Source: an optimization exercise on an open RTL-to-GDS flow (aim: small area and a short achievable clock period). Production flows keep margins and buffers that such runs may drop.
Function was checked by simulation only, so behaviour that the tests miss may differ from the original.

== v6 ==
==> flow/design.v <==
module alu16_top(clk, valA, valB, aluop, sub, lr, cc, result);
	input clk;
	input [15:0] valA, valB;
	input [3:0] aluop;
	input sub, lr;
	output reg [3:0] cc;
	output reg [15:0] result;
	reg [15:0] a_q, b_q;
	reg [3:0] op_q;
	reg sub_q, lr_q;
	wire [3:0] cc_w;
	wire [15:0] result_w;
	ALU alu(.valA(a_q), .valB(b_q), .aluop(op_q), .sub(sub_q), .lr(lr_q), .cc(cc_w), .result(result_w));
	always @(posedge clk) begin
		a_q <= valA;
		b_q <= valB;
		op_q <= aluop;
		sub_q <= sub;
		lr_q <= lr;
		cc <= cc_w;
		result <= result_w;
	end
endmodule

module ALU(valA, valB, aluop, sub, lr, cc, result);
	input [15:0] valA;
	input [15:0] valB;
	input [3:0] aluop;
	input sub;
	input lr;
	output [3:0] cc;
	output [15:0] result;
	wire [15:0] a = valA;
	wire [15:0] b = valB;
	wire [3:0] s = valB[3:0];
	wire op_add = ~aluop[3] & ~aluop[2] & ~aluop[1] & ~aluop[0];
	wire op_sh  = ~aluop[3] & ~aluop[2] & (aluop[1] | aluop[0]);
	wire op_rot = ~aluop[3] & ~aluop[2] & aluop[1] & aluop[0];
	wire op_lg  = ~aluop[3] & aluop[2];
	genvar i;
	wire [15:0] ax = a ^ {16{sub}};
	wire [15:0] g0 = b & ax;
	wire [15:0] t0 = b | ax;
	wire [15:0] g1, t1, g2, t2, g3, t3, g4;
	generate
		for (i = 0; i < 16; i = i + 1) begin : g_l1
			if (i % 2 == 1) begin
				assign g1[i] = g0[i] | (t0[i] & g0[i-1]);
				assign t1[i] = t0[i] & t0[i-1];
			end else begin
				assign g1[i] = g0[i];
				assign t1[i] = t0[i];
			end
		end
		for (i = 0; i < 16; i = i + 1) begin : g_l2
			if ((i / 2) % 2 == 1) begin
				assign g2[i] = g1[i] | (t1[i] & g1[(i / 2) * 2 - 1]);
				assign t2[i] = t1[i] & t1[(i / 2) * 2 - 1];
			end else begin
				assign g2[i] = g1[i];
				assign t2[i] = t1[i];
			end
		end
		for (i = 0; i < 16; i = i + 1) begin : g_l3
			if ((i / 4) % 2 == 1) begin
				assign g3[i] = g2[i] | (t2[i] & g2[(i / 4) * 4 - 1]);
				assign t3[i] = t2[i] & t2[(i / 4) * 4 - 1];
			end else begin
				assign g3[i] = g2[i];
				assign t3[i] = t2[i];
			end
		end
		for (i = 0; i < 16; i = i + 1) begin : g_l4
			if (i >= 8)
				assign g4[i] = g3[i] | (t3[i] & g3[7]);
			else
				assign g4[i] = g3[i];
		end
	endgenerate
	wire [16:0] k = {g4, 1'b0};
	wire [15:0] hx = a ^ b;
	wire [15:0] sum = hx ^ k[15:0];
	wire co = k[16] ^ sub;
	wire [15:0] kz = {{15{~sub}} & t0[14:0], 1'b0};
	wire z_add = &(hx ~^ kz);
	wire l_and = op_lg & ~aluop[1];
	wire l_hx  = op_lg & aluop[0];
	wire l_not = op_lg & aluop[1] & ~aluop[0];
	wire [15:0] lg = ({16{l_and}} & a & b) | ({16{l_hx}} & hx) | ({16{l_not}} & ~a);
	wire [3:0] ra = lr ? (~s + 4'd1) : s;
	wire [15:0] x1 = ra[0] ? {a[0], a[15:1]} : a;
	wire [15:0] x2 = ra[1] ? {x1[1:0], x1[15:2]} : x1;
	wire [15:0] x3 = ra[2] ? {x2[3:0], x2[15:4]} : x2;
	wire [15:0] x4 = ra[3] ? {x3[7:0], x3[15:8]} : x3;
	wire [15:0] wr;
	generate
		for (i = 0; i < 16; i = i + 1) begin : g_wr
			assign wr[i] = lr ? (i < s) : (15 - i < s);
		end
	endgenerate
	wire [15:0] keep = {16{op_sh}} & ~(wr & {16{~op_rot}});
	wire fill = op_sh & ~lr & ~aluop[1] & a[15];
	wire [15:0] fl = wr & {16{fill}};
	wire [15:0] sh = (x4 & keep) | fl;
	wire [15:0] nadd = sh | lg;
	assign result = ({16{op_add}} & sum) | nadd;
	wire Z = ~|nadd & (~op_add | z_add);
	wire N = result[15];
	wire C = op_add & co;
	wire [15:0] shl = x4 & keep;
	wire [15:0] cg = a & ~shl;
	wire [15:0] ct = a | ~shl;
	wire [7:0] c1g, c1t;
	wire [3:0] c2g, c2t;
	wire [1:0] c3g, c3t;
	generate
		for (i = 0; i < 8; i = i + 1) begin : g_c1
			assign c1g[i] = cg[2*i+1] | (ct[2*i+1] & cg[2*i]);
			assign c1t[i] = ct[2*i+1] & ct[2*i];
		end
		for (i = 0; i < 4; i = i + 1) begin : g_c2
			assign c2g[i] = c1g[2*i+1] | (c1t[2*i+1] & c1g[2*i]);
			assign c2t[i] = c1t[2*i+1] & c1t[2*i];
		end
		for (i = 0; i < 2; i = i + 1) begin : g_c3
			assign c3g[i] = c2g[2*i+1] | (c2t[2*i+1] & c2g[2*i]);
			assign c3t[i] = c2t[2*i+1] & c2t[2*i];
		end
	endgenerate
	wire gt = c3g[1] | (c3t[1] & c3g[0]);
	wire V = op_sh & lr & gt;
	assign cc = {N, Z, C, V};
endmodule
Settings: LEC_CHECK=0, ABC_AREA=1, CAP_MARGIN=20, CORE_MARGIN=2, CORE_UTILIZATION=40, CTS_BUF_LIST=sky130_fd_sc_hd__clkbuf_8, SETUP_SLACK_MARGIN=2.2, SLEW_MARGIN=20; clock period 4.7 ns.
standard.sh (not shown) runs the stock make flow with config.mk's settings and CLKGATE_MAP_FILE= SYNTH_SCRIPT=/design/flow/synth_recipe.tcl, a recipe that flattens the netlist after the stock synthesis.
==> flow/flow/run.sh <==
#!/bin/bash
# The standard layout, with the port buffers made from the small
# sky130_fd_sc_hd__buf_1 instead of the cell buffer_ports picks by default.
set -euo pipefail
bash standard.sh BUFFER_PORTS_ARGS="-buffer_cell sky130_fd_sc_hd__buf_1" finish > standard.log 2>&1
For v7, these inputs were changed with respect to v6:
--- a/flow/design.v
+++ b/flow/design.v
@@ -82,5 +82,5 @@
 	wire [15:0] sum = hx ^ k[15:0];
 	wire co = k[16] ^ sub;
-	wire [15:0] kz = {{15{~sub}} & t0[14:0], 1'b0};
+	wire [15:0] kz = {sub ? g0[14:0] : t0[14:0], 1'b0};
 	wire z_add = &(hx ~^ kz);
 	wire l_and = op_lg & ~aluop[1];
[summary]
Changes observed in v7 relative to v6: area taken by flip-flops and latches essentially unchanged, pin count of the biggest net entering global routing decreased about 7%, met3 wirelength from detailed routing decreased about 44%. In the metrics for v7 and v6, the one carrying the higher reg2reg setup slack is v7. Looking at total vias in the final route across v7 and v6, the one that comes out higher is v6. The number of sequential cells of v7 and that of v6 are within noise of each other. Met2 track demand over resource (lower): v7. Status: clock latency at the later pin of the worst-skew pair parity (v7, v6).

-- re-timing with driven ports --
In the flow no input, the clock included, has a driving cell. The finished layouts below were timed again as built, in two steps. Step 1, drivers: a clkbuf_16 drives clk and a buf_2 each remaining input, both assumed. Step 2 adds t to the input delays and takes it off the output delays; t is the mean of the earliest and latest rising clock arrival at the registers after step 1. Input paths then give back, and output paths get back, about the clock's delay inside the block. Three values: no drivers, after step 1, after step 2; two values: the first two.
| run | t (ns) | setup slack, ns | worst setup path after step 2 | clock arrival spread, ns |
|---|---|---|---|---|
| v6 | 0.385 | 2.301 / 2.301 / 2.301 | register to register | 0.009 / 0.010 |
| v7 | 0.394 | 2.376 / 2.376 / 2.376 | register to register | 0.008 / 0.007 |
After both steps every run listed still meets setup and hold.
